Context: an optimization exercise on an open-source flow, tuned for small area. The choices shown serve that exercise and are no tape-out recipe.
Function was checked by simulation only, so behaviour that the tests miss may differ from the original.
No activity file was given, so power comes from the tool's default toggle rates.

## run A
==> flow/design.v <==
`timescale 1ns / 1ps
module main(
    input  wire       clk,
    input  wire       rst,
    input  wire [3:0] sensor,
    input  wire [2:0] sw,
    output wire [1:0] servo
    );
localparam [1:0] IDLE = 2'd0, RIGHT = 2'd1, LEFT = 2'd2, STOP = 2'd3;
reg  [6:0] ph;
wire ph_end = ph[6] & ph[5] & ph[1] & ph[0];    
always @(posedge clk)
    if (rst || ph_end) ph <= 7'd0;
    else               ph <= ph + 7'd1;
wire tick  = (ph == 7'd49);                      
wire first = (ph == 7'd81);                      
wire last  = (ph == 7'd91);
wire [3:0] idx = ph[3:0];                        
reg [3:0] sa, sb, sc;        
reg       kp, kd;            
always @(posedge clk) begin
    if (ph == 7'd37) sa <= sensor;
    if (ph == 7'd39) sb <= sensor;
    if (ph == 7'd41) sc <= sensor;
    if (ph == 7'd44) begin kp <= sw[0]; kd <= sw[2]; end
end
function [10:0] err;
    input [3:0] s;
    err = (s == 4'b1001) ? 11'd0    :
          (s == 4'b0111) ? 11'd1548 :    
          (s == 4'b0011) ? 11'd1798 :    
          (s == 4'b1110) ? 11'd499  :
          (s == 4'b1100) ? 11'd250  :
          (s == 4'b1011) ? 11'd1923 :    
          (s == 4'b1101) ? 11'd125  :
          (s == 4'b0001) ? 11'd1882 :    
          (s == 4'b1000) ? 11'd167  : 11'd1525;   
endfunction
function [10:0] half;
    input [3:0] s;
    half = (s == 4'b1001) ? 11'd0    :
           (s == 4'b0111) ? 11'd1798 :   
           (s == 4'b0011) ? 11'd1923 :   
           (s == 4'b1110) ? 11'd249  :
           (s == 4'b1100) ? 11'd125  :
           (s == 4'b1011) ? 11'd1986 :   
           (s == 4'b1101) ? 11'd62   :
           (s == 4'b0001) ? 11'd1965 :   
           (s == 4'b1000) ? 11'd83   : 11'd1787;   
endfunction
function [3:0] rank;
    input [3:0] s;
    rank = (s == 4'b0111) ? 4'd1 :
           (s == 4'b0011) ? 4'd2 :
           (s == 4'b0001) ? 4'd3 :
           (s == 4'b1011) ? 4'd4 :
           (s == 4'b1001) ? 4'd5 :
           (s == 4'b1101) ? 4'd6 :
           (s == 4'b1000) ? 4'd7 :
           (s == 4'b1100) ? 4'd8 :
           (s == 4'b1110) ? 4'd9 : 4'd0;
endfunction
wire [10:0] ea_v = err(sa);
wire [10:0] eb_v = err(sb);
wire [10:0] pc_v = half(sc);
wire [11:0] ea_x = {ea_v[10], ea_v};
wire [11:0] eb_x = {eb_v[10], eb_v};
wire ea = ea_x[idx];                 
wire eb = eb_x[idx];
wire pc = pc_v[idx - 4'd1];          
wire odd_d  = ea_v[0] ^ eb_v[0];
wire corr_d = odd_d && (rank(sb) < rank(sa));    
reg c1, c2, c3, c4, c5, ck, f0, f239;
reg [9:0] kr;                
reg [1:0] st, nx;            
reg       sl, sr;            
localparam [10:0] C500 = 11'd500, C1000 = 11'd1000, CM261 = 11'd1787;
wire c500  = C500[idx - 4'd1];
wire c1000 = C1000[idx - 4'd1];
wire cm261 = CM261[idx - 4'd1];
wire c1e = first ? (eb_v[0] | ~ea_v[0]) : c1;
wire xb  = eb ^ ~ea ^ c1e;
wire c1n = (eb & ~ea) | (eb & c1e) | (~ea & c1e);
wire dj  = kd & xb;
wire pj  = kp & pc;
wire c2e = first ? (kd & corr_d) : c2;
wire qj  = pj ^ dj ^ c2e;
wire c2n = (pj & dj) | (pj & c2e) | (dj & c2e);
wire c3e = first ? 1'b0 : c3;
wire bj  = qj ^ c500 ^ c3e;
wire c3n = (qj & c500) | (qj & c3e) | (c500 & c3e);
wire cont = sl ^ sr;
wire cke  = first | ck;
wire kh   = kr[0];
wire knew = cont ? (kh ^ cke) : ((st == LEFT) & c500);
wire ckn  = kh & cke;
wire kj   = last ? 1'b0 : knew;
wire c4e = first | c4;
wire c4n = (kj & ~bj) | (kj & c4e) | (~bj & c4e);
wire c5e = first | c5;
wire c5n = (c1000 & ~bj) | (c1000 & c5e) | (~bj & c5e);
wire f0n   = (first | f0) & ~qj;
wire f239n = (first | f239) & (qj == cm261);
always @(posedge clk) begin
    c1 <= c1n; c2 <= c2n; c3 <= c3n; c4 <= c4n; c5 <= c5n; ck <= ckn;
    f0 <= f0n; f239 <= f239n;
    kr <= {(first | (ph > 7'd81 && ph < 7'd91)) ? knew : kh, kr[9:1]};
end
wire in_range = ~bj & c5n;
reg  [1:0] nx_new;
always @(*) begin
    case (st)
        IDLE:    nx_new = f239n ? STOP : f0n ? IDLE : (in_range & ~qj) ? LEFT : RIGHT;
        RIGHT:   nx_new = (~in_range | c4n) ? IDLE : RIGHT;
        LEFT:    nx_new = (~in_range | c4n) ? IDLE : LEFT;
        default: nx_new = f239n ? STOP : IDLE;
    endcase
end
always @(posedge clk)
    if (rst)       nx <= RIGHT;      
    else if (last) nx <= nx_new;
always @(posedge clk)
    if (rst) begin
        st <= IDLE;
        sl <= 1'b0;
        sr <= 1'b0;
    end
    else if (tick) begin
        st <= nx;
        sl <= (st == RIGHT) || (st == IDLE && nx == IDLE);
        sr <= (st == LEFT)  || (st == IDLE && nx == IDLE);
    end
reg  [19:0] n;           
wire n_end = n[19] & n[18] & n[17] & n[16] & n[14] & n[9] & n[6] & n[0];  
always @(posedge clk)
    if (rst || n_end) n <= 20'd0;
    else              n <= n + 20'd1;
reg pwm_l, pwm_r;
always @(posedge clk)
    if (rst) begin
        pwm_l <= 1'b0;
        pwm_r <= 1'b0;
    end
    else begin
        pwm_l <= (n == 20'd0) || (sl && n <= 20'd157000);
        pwm_r <= (n == 20'd0) || (sr && n <= 20'd137000);
    end
assign servo = {pwm_r, pwm_l};
endmodule
Settings: LEC_CHECK=0, ABC_AREA=1, CAP_MARGIN=20, CORE_MARGIN=2, CORE_UTILIZATION=40, SLEW_MARGIN=20; clock period 14.0 ns.
run.sh (not shown) runs the stock make flow with config.mk's settings and CLKGATE_MAP_FILE= SYNTH_SCRIPT=/design/flow/synth_recipe.tcl, a recipe that flattens the netlist after the stock synthesis.
Run A closes out successfully: all stages finished, all timing, DRC and antenna checks passed.
> inputs changed (run A -> run B)
- CTS_BUF_LIST: unset -> sky130_fd_sc_hd__clkbuf_8
- CTS_CLUSTER_SIZE: unset -> 50
- CTS_CLUSTER_DIAMETER: unset -> 200
Results
Die area: run B vs run A identical. Taking run A as the reference, in run B detailed-route wire length per cell held steady; post-route total power shows an increase of 1.7%. Clock group share of total power was higher in run B than in run A. ~same routed wire length in run A and run B. Any difference in area of all placed cells without fillers between run A and run B is small enough to ignore. DRC marker count from the first detailed-route iteration (run B over run A): decrease, 1.
What run C does differently from run B at the input level:
- CTS_CLUSTER_DIAMETER changed from 200 to 500
- CTS_CLUSTER_SIZE changed from 50 to 100
- CTS_BUF_LIST changed from sky130_fd_sc_hd__clkbuf_8 to sky130_fd_sc_hd__clkbuf_16
[summary]
- On fraction of area in multi-input gates: run C sits below run B.
- Comparing run B against run C, there is no change at all in total die area.
- Run C does worse than run B on total internal power.
- The global-route usage was comparable across run B and run C.
- Standby leakage power was higher in run C than in run B.
- Relative to run B, transition time of the tightest slew-check pin decreased by 33 ps in run C.
- The hold slack of run B and that of run C are within noise of each other.
- Run C vs. run B: final critical-path setup slack went up by 13 ps.

==> port drivers added, routing unchanged <==
No port has a modelled driver above. Below, the same layouts with a new extraction and two added sets of constraints. Step 1, drivers: a clkbuf_16 drives clk and a buf_2 each remaining input, both assumed. Step 2 times the ports against the registers' clock, not the clock port: input delays grow and output delays shrink by t, the midpoint of the rising clock arrivals with the driver on. a / b / c = no drivers / after step 1 / after step 2; a / b = the first two.
run	t (ns)	slack for setup (ns)	worst setup path after step 2	worst register clock-pin slew, ns
run A	0.376	9.457 / 9.457 / 9.366	input to register	0.08 / 0.08
run B	0.376	9.455 / 9.455 / 9.365	input to register	0.08 / 0.08
run C	0.368	9.468 / 9.468 / 9.435	input to register	0.06 / 0.06
After both steps setup and hold are still met in every run listed. For run A, which loses most, drivers alone change the setup slack by 0.000 ns; drivers and shift together by -0.091 ns.
